This design comes from an exercise in tuning for small area and a short achievable clock period on the open sky130 flow, not from production work.
At most, simulation tests tie the RTL to the original design; equivalence was not proved.
Power figures rest on the tool's default switching activity, not on a simulated workload.

tundra:
Design ALU_TOP, start of the top module:
module ALU_TOP
#(parameter WIDTH = 16)
(
  input wire [WIDTH - 1 : 0]A, B,
  input wire [3 : 0]ALU_FUN,
  input wire CLK, RST,
  output wire [2*WIDTH - 1 : 0]Arith_OUT,
  output wire Carry_OUT,
  output wire Arith_Flag,
  output wire [WIDTH - 1 : 0]Logic_OUT,
  output wire Logic_Flag,
  output wire [1:0]CMP_OUT,
  output wire CMP_Flag,
  output wire [WIDTH - 1 : 0]SHIFT_OUT,
  output wire SHIFT_Flag
);
Size: ~3400 cells after synthesis, about 110 I/O pins, about 20000 um2 of cells after synthesis.
Settings: LEC_CHECK=0, ABC_AREA=1, CAP_MARGIN=20, CORE_MARGIN=2, CORE_UTILIZATION=40, SLEW_MARGIN=20; clock period 110.0 ns.
standard.sh (not shown) runs the stock make flow with config.mk's settings and CLKGATE_MAP_FILE= SYNTH_SCRIPT=/design/flow/synth_recipe.tcl, a recipe that flattens the netlist after the stock synthesis.
==> flow/flow/run.sh <==
#!/bin/bash
# Layout flow: the standard synthesis and layout (standard.sh), except that
# - the port buffers that global placement inserts use the smallest buffer
#   (buf_1) instead of the default pick; every input and output still gets its
#   own buffer;
# - the repair_timing run after clock tree synthesis is given a setup margin,
#   so it shortens the longest (divider) paths though the period is met.
# Constraints (constraint.sdc) are unchanged. Each step's output goes to a log
# file in this folder.
set -uo pipefail
BUF="BUFFER_PORTS_ARGS=-buffer_cell sky130_fd_sc_hd__buf_1"
bash standard.sh synth > synth.log 2>&1 || exit 1
bash standard.sh "$BUF" place > place.log 2>&1 || exit 1
bash standard.sh "$BUF" SETUP_SLACK_MARGIN=78 cts > cts.log 2>&1 || exit 1
bash standard.sh "$BUF" finish > finish.log 2>&1 || exit 1
Input changes introduced in nickel (baseline for comparison: tundra):
==> flow/flow/run.sh <==
#!/bin/bash
# Layout flow: the standard synthesis and layout (standard.sh), except that
# the port buffers that global placement inserts use the smallest buffer
# (buf_1) instead of the default pick; every input and output still gets its
# own buffer. Each step's full output goes to a log file in this folder.
set -uo pipefail
bash standard.sh synth > synth.log 2>&1 || exit 1
bash standard.sh "BUFFER_PORTS_ARGS=-buffer_cell sky130_fd_sc_hd__buf_1" finish > layout.log 2>&1 || exit 1
### Flow results
- Filler-free cell count of the finished design: lower on nickel
- Internal power component on nickel is ahead of tundra.
- tundra → nickel: wire length of the first global-routing pass now sits lower, worst setup margin down 3.63 ns.
## Diff of input files: amber against nickel
==> flow/flow/run.sh <==
#!/bin/bash
# Layout flow: the standard synthesis and layout (standard.sh), except that
# - the port buffers that global placement inserts use the smallest buffer
#   (buf_1) instead of the default pick; every input and output still gets its
#   own buffer;
# - the repair_timing run after clock tree synthesis is given a setup margin,
#   so it shortens the longest (divider) paths though the period is met.
# Constraints (constraint.sdc) are unchanged. Each step's output goes to a log
# file in this folder.
set -uo pipefail
BUF="BUFFER_PORTS_ARGS=-buffer_cell sky130_fd_sc_hd__buf_1"
bash standard.sh synth > synth.log 2>&1 || exit 1
bash standard.sh "$BUF" place > place.log 2>&1 || exit 1
bash standard.sh "$BUF" SETUP_SLACK_MARGIN=75 cts > cts.log 2>&1 || exit 1
bash standard.sh "$BUF" finish > finish.log 2>&1 || exit 1
## What came out
- A termination of the worst setup path of arth_unit.Arith_OUT[7] is what amber shows, while arth_unit.Arith_OUT[4] belongs to nickel.
- Sequential power: amber vs nickel — no meaningful difference
- amber vs nickel — non-clock buffer count climbed slightly
- On share of cell area taken by multi-input logic gates, amber and nickel are basically level.
- Comparing the two runs side by side, amber comes out ahead of nickel on worst setup slack.
- amber reports its start point of the critical path as B[12] while nickel reports B[15].
- As far as post-layout instance count excluding filler cells is concerned, amber and nickel perform about the same.
The following lists how pepper was set up differently from amber:
diff --git a/flow/flow/run.sh b/flow/flow/run.sh
--- a/flow/flow/run.sh
+++ b/flow/flow/run.sh
@@ -5,3 +5,4 @@
 #   own buffer;
-# - the repair_timing run after clock tree synthesis is given a setup margin,
+# - the repair_timing runs after clock tree synthesis and after global routing
+#   are given a setup margin,
 #   so it shortens the longest (divider) paths though the period is met.
@@ -14,2 +15,2 @@
 bash standard.sh "$BUF" SETUP_SLACK_MARGIN=75 cts > cts.log 2>&1 || exit 1
-bash standard.sh "$BUF" finish > finish.log 2>&1 || exit 1
+bash standard.sh "$BUF" SETUP_SLACK_MARGIN=74 finish > finish.log 2>&1 || exit 1
Notes after the runs:
The area growth from synthesis to layout reported for pepper is greater than that of amber by 0.89 points. As far as combinational gate power is concerned, pepper and amber perform about the same. As far as post-route non-filler standard cell count is concerned, pepper and amber perform about the same. Diff amber -> pepper: internal power consumption climbed about 0.34%; setup slack after layout climbed 0.45 ns; wire length after detailed routing was more or less identical. Total power draw (lower): amber.

* * *

## exp/delta
ALU_TOP, a different RTL version from the one above (not shown whole).
Size: roughly 70 flip-flops, roughly 110 I/O pins, roughly 0.017 mm^2 of cells after synthesis.
export LEC_CHECK = 0
export ABC_AREA = 1
export CAP_MARGIN = 20
export CORE_MARGIN = 2
export CORE_UTILIZATION = 60
export PLACE_DENSITY = 0.7
export SLEW_MARGIN = 20
create_clock -name core_clock -period 110.0 [get_ports {CLK}]
run.sh (not shown) runs the stock make flow with config.mk's settings and CLKGATE_MAP_FILE= SYNTH_SCRIPT=/design/flow/synth_recipe.tcl, a recipe that flattens the netlist after the stock synthesis.
Stock flow here: none of the scripts above is used.
exp/delta completed end to end with timing, DRC and antenna clean.
[inputs] exp/lagoon vs exp/delta
Settings: CORE_UTILIZATION now 40, was 60; PLACE_DENSITY no longer set, was 0.7.
Findings:
- Looking at clock-buffer cell count across exp/lagoon and exp/delta, the one that comes out lower is exp/delta.
- exp/lagoon ended up with met5 as its uppermost layer routed; exp/delta ended up with met4.
- Core footprint: exp/lagoon > exp/delta
- Diff exp/lagoon..exp/delta | number of inverters outside the clock class in the layout | unchanged
- Comparing exp/lagoon and exp/delta, the lower worst slew margin relative to its limit was measured on exp/delta.
The inputs of exp/maple differ from those of exp/lagoon as listed below.
==> flow/flow/run.sh (new file) <==
#!/bin/bash
# Layout flow: the standard synthesis and layout, with the resizer's setup
# margin raised so that repair_timing shortens the longest (divider) paths even
# though the clock period is met. Constraints (constraint.sdc) are unchanged.
set -uo pipefail
MARGIN=62
bash standard.sh synth > synth.log 2>&1 || exit 1
bash standard.sh SETUP_SLACK_MARGIN=$MARGIN finish > layout.log 2>&1 || exit 1
==> flow/standard.sh (new file) <==
#!/bin/bash
# synth_recipe.tcl (not shown) runs the flow's synth.tcl, then flattens the netlist and writes it again
# the make line also repeats each setting of config.mk as NAME=value (left out here)
make -C /OpenROAD-flow-scripts/flow DESIGN_CONFIG=/design/flow/config.mk WORK_HOME=/design/flow/orfs CLKGATE_MAP_FILE= SYNTH_SCRIPT=/design/flow/synth_recipe.tcl "${@:-finish}"
removed: flow/run.sh
[summary]
NOTE number of filler cells placed in the layout exp/lagoon->exp/maple decreased by a little under 10%. Diff exp/lagoon -> exp/maple: count of vias placed by the detailed router up about 11%, wire length of the first global-routing pass up 10%, area used by multi-input combinational logic up 0.0013 mm^2, count of instances resized after the clock tree is built up 309, maximum single-stage delay on the critical path down 0.12 ns. exp/maple: no failed stages, no open violations at the end. exp/maple: final hold slack is 0.013 ns higher than what exp/lagoon reported. Taking exp/lagoon as the reference point, the setup slack of exp/maple rises by 7.91 ns.
Function was not checked in any run of this note: the RTL went through the layout flow alone.

* * *

== main ==
Another version of the RTL of ALU_TOP (not shown whole).
For scale: ~3400 cells after synthesis, ~110 I/O pins, about 0.021 sq mm of cells after synthesis.
Settings: LEC_CHECK=0, ABC_AREA=1, CAP_MARGIN=20, CORE_MARGIN=2, CORE_UTILIZATION=40, SLEW_MARGIN=20; clock period 110.0 ns.
Stock flow here: none of the scripts above is used.
main | stages: all done | timing, DRC, antenna: all pass
The following lists how the feature branch was set up differently from main:
==> flow/flow/run.sh (new file) <==
#!/bin/bash
# Layout flow: the standard synthesis and layout, with the resizer's setup
# margin raised so that repair_timing shortens the longest (divider) paths even
# though the clock period is met. Constraints (constraint.sdc) are unchanged.
set -uo pipefail
MARGIN=75
bash standard.sh synth > synth.log 2>&1 || exit 1
bash standard.sh SETUP_SLACK_MARGIN=$MARGIN finish > layout.log 2>&1 || exit 1
==> flow/standard.sh (new file) <==
#!/bin/bash
# synth_recipe.tcl (not shown) runs the flow's synth.tcl, then flattens the netlist and writes it again
# the make line also repeats each setting of config.mk as NAME=value (left out here)
make -C /OpenROAD-flow-scripts/flow DESIGN_CONFIG=/design/flow/config.mk WORK_HOME=/design/flow/orfs CLKGATE_MAP_FILE= SYNTH_SCRIPT=/design/flow/synth_recipe.tcl "${@:-finish}"
removed: flow/run.sh
Notes after the runs:
- Summary: with main as the reference, met2 wire length in the feature branch moved up by a few percent.
- Max sequential share of layout area across the feature branch and main: main
- Between main and the feature branch, minimum clock period decreased.

* * *

Setup of build 81:
ALU_TOP with an RTL version that a note above also has.
Size in the first run: roughly 110 I/O pins, roughly 20000 um2 of cells after synthesis.
Design ALU_TOP, start of the top module:
module ALU_TOP
#(parameter WIDTH = 16)
(
  input wire [WIDTH - 1 : 0]A, B,
  input wire [3 : 0]ALU_FUN,
  input wire CLK, RST,
  output wire [2*WIDTH - 1 : 0]Arith_OUT,
  output wire Carry_OUT,
  output wire Arith_Flag,
  output wire [WIDTH - 1 : 0]Logic_OUT,
  output wire Logic_Flag,
  output wire [1:0]CMP_OUT,
  output wire CMP_Flag,
  output wire [WIDTH - 1 : 0]SHIFT_OUT,
  output wire SHIFT_Flag
);
wire Arth_enable, Logic_enable, CMP_enable, shft_enable;
wire [16:0] diff;
Decoder_Unit decoder (
  .ALU_FUN(ALU_FUN[3:2]),
  .Arith_Enable(Arth_enable),
  .Logic_Enable(Logic_enable),
  .CMP_Enable(CMP_enable),
  .Shift_Enable(shft_enable)
  );
ARITHMETIC_UNIT arth_unit (
        .A(A),
        .B(B),
        .ALU_FUN(ALU_FUN[1:0]),
        .CLK(CLK),
        .RST(RST),
        .Arith_Enable(Arth_enable),
        .CMP_Enable(CMP_enable),
        .Diff(diff),
        .Arith_OUT(Arith_OUT),
        .Carry_OUT(Carry_OUT),
        .Arith_flag(Arith_Flag)
);
LOGIC_UNIT #(.WIDTH(WIDTH)) logic_unit (
  .A(A),
  .B(B),
  .ALU_FUN(ALU_FUN[1:0]),
  .CLK(CLK),
  ...
Settings: LEC_CHECK=0, ABC_AREA=1, CAP_MARGIN=20, CORE_MARGIN=2, CORE_UTILIZATION=40, SLEW_MARGIN=20; clock period 110.0 ns.
standard.sh (not shown) runs the stock make flow with config.mk's settings and CLKGATE_MAP_FILE= SYNTH_SCRIPT=/design/flow/synth_recipe.tcl, a recipe that flattens the netlist after the stock synthesis.
==> flow/flow/run.sh <==
#!/bin/bash
# Layout flow: the standard synthesis and layout (standard.sh), except that
# - the port buffers that global placement inserts use the smallest buffer
#   (buf_1) instead of the default pick; every input and output still gets its
#   own buffer;
# - the repair_timing run after clock tree synthesis is given a setup margin,
#   so it shortens the longest (divider) paths though the period is met.
# Constraints (constraint.sdc) are unchanged. Each step's output goes to a log
# file in this folder.
set -uo pipefail
BUF="BUFFER_PORTS_ARGS=-buffer_cell sky130_fd_sc_hd__buf_1"
bash standard.sh synth > synth.log 2>&1 || exit 1
bash standard.sh "$BUF" place > place.log 2>&1 || exit 1
bash standard.sh "$BUF" SETUP_SLACK_MARGIN=75 cts > cts.log 2>&1 || exit 1
bash standard.sh "$BUF" SETUP_SLACK_MARGIN=74 finish > finish.log 2>&1 || exit 1
Build 81 has completed all stages; timing, DRC and antenna checks passed.
The inputs of build 41 differ from those of build 81 as listed below.
==> flow/run.sh (new file) <==
#!/bin/bash
# synth_recipe.tcl (not shown) runs the flow's synth.tcl, then flattens the netlist and writes it again
# the make line also repeats each setting of config.mk as NAME=value (left out here)
make -C /OpenROAD-flow-scripts/flow DESIGN_CONFIG=/design/flow/config.mk WORK_HOME=/design/flow/orfs CLKGATE_MAP_FILE= SYNTH_SCRIPT=/design/flow/synth_recipe.tcl finish
removed: flow/flow/run.sh
removed: flow/standard.sh
Notes after the runs:
Build 41 finished all stages; the layout is clean. Per the comparison of build 41 with build 81, met3 routing resource usage after global routing +0.69 points; power dissipated by switching net loads lost about 1.4%; worst hold slack fell 0.052 ns; cell count has remained practically unchanged. Delta (build 41 minus build 81): placement-stage worst setup slack fell by 0.24 ns, portion of total power attributed to the clock network held steady, sequential share of layout area essentially unchanged, fraction of area in multi-input gates saw a decrease, final routed wirelength across all metal layers down 690 um. Core utilization, build 81 and build 41: lower on build 81.
--- input diff build 41..build 35 ---
==> flow/flow/run.sh (new file) <==
#!/bin/bash
# Layout flow: the standard synthesis and layout (standard.sh), except that
# - the port buffers that global placement inserts use the smallest buffer
#   (buf_1) instead of the default pick; every input and output still gets its
#   own buffer;
# - the repair_timing run after clock tree synthesis is given a setup margin,
#   so it shortens the longest (divider) paths though the period is met.
# Constraints (constraint.sdc) are unchanged. Each step's output goes to a log
# file in this folder.
set -uo pipefail
BUF="BUFFER_PORTS_ARGS=-buffer_cell sky130_fd_sc_hd__buf_1"
bash standard.sh synth > synth.log 2>&1 || exit 1
bash standard.sh "$BUF" place > place.log 2>&1 || exit 1
bash standard.sh "$BUF" SETUP_SLACK_MARGIN=76 cts > cts.log 2>&1 || exit 1
bash standard.sh "$BUF" SETUP_SLACK_MARGIN=75 finish > finish.log 2>&1 || exit 1
==> flow/standard.sh (new file) <==
#!/bin/bash
# synth_recipe.tcl (not shown) runs the flow's synth.tcl, then flattens the netlist and writes it again
# the make line also repeats each setting of config.mk as NAME=value (left out here)
make -C /OpenROAD-flow-scripts/flow DESIGN_CONFIG=/design/flow/config.mk WORK_HOME=/design/flow/orfs CLKGATE_MAP_FILE= SYNTH_SCRIPT=/design/flow/synth_recipe.tcl "${@:-finish}"
removed: flow/run.sh
--- outcome ---
Build 35 finished end to end and its layout was clean on timing, DRC and antenna. Delta(transition time at the pin with the least slew margin, build 35 - build 41) > 0. Relative to build 41, post-place instance area has decreased by 2.8% in build 35. | instance count on the critical path | lower: build 41 |. Compared with build 41, in build 35 final non-filler cell area increased by 220 um2 relative to the old numbers, switching share of total power has increased, clock power shows no meaningful change, ratio of routed vias to standard cells was more or less identical.

static timing again, ports no longer ideal:
No port has a modelled driver above. Below, the same layouts with a new extraction and two added sets of constraints. Step 1 assumes that a clkbuf_16 drives the clock port and a buf_2 every other input. Step 2 moves the port delays by t, midway between the first and last clock arrival at a register: inputs arrive t later, outputs are due t later. That takes back most of the time a late clock gives input paths. Slacks: ideal ports / drivers / drivers and shift; pairs: ideal ports / drivers.
run	t (ns)	setup WS [ns]	worst setup path after step 2	worst slew at a driven data input, ns	cell pins on the clock port's net
tundra	0.413	77.027 / 76.985 / 76.572	input to register	0.14	1
nickel	0.413	73.399 / 73.422 / 73.008	input to register	0.12	1
amber	0.415	74.681 / 74.689 / 74.274	input to register	0.12	1
pepper	0.413	75.127 / 75.142 / 74.728	input to register	0.11	1
exp/delta	0.371	53.795 / 53.779 / 53.408	input to register	0.07	1
exp/lagoon	0.411	53.787 / 53.791 / 53.380	input to register	0.07	1
exp/maple	0.413	61.697 / 61.692 / 61.278	input to register	0.12	1
main	0.429	73.492 / 73.514 / 73.085	input to register	0.04	1
the feature branch	0.425	75.734 / 75.763 / 75.338	input to register	0.04	1
build 81	0.413	75.127 / 75.142 / 74.728	input to register	0.11	1
build 41	0.415	73.252 / 73.272 / 72.856	input to register	0.05	1
build 35	0.413	76.017 / 76.002 / 75.588	input to register	0.12	1
After both steps setup and hold are still met in every run listed. For tundra, which loses most, drivers alone change the setup slack by -0.042 ns; drivers and shift together by -0.455 ns.
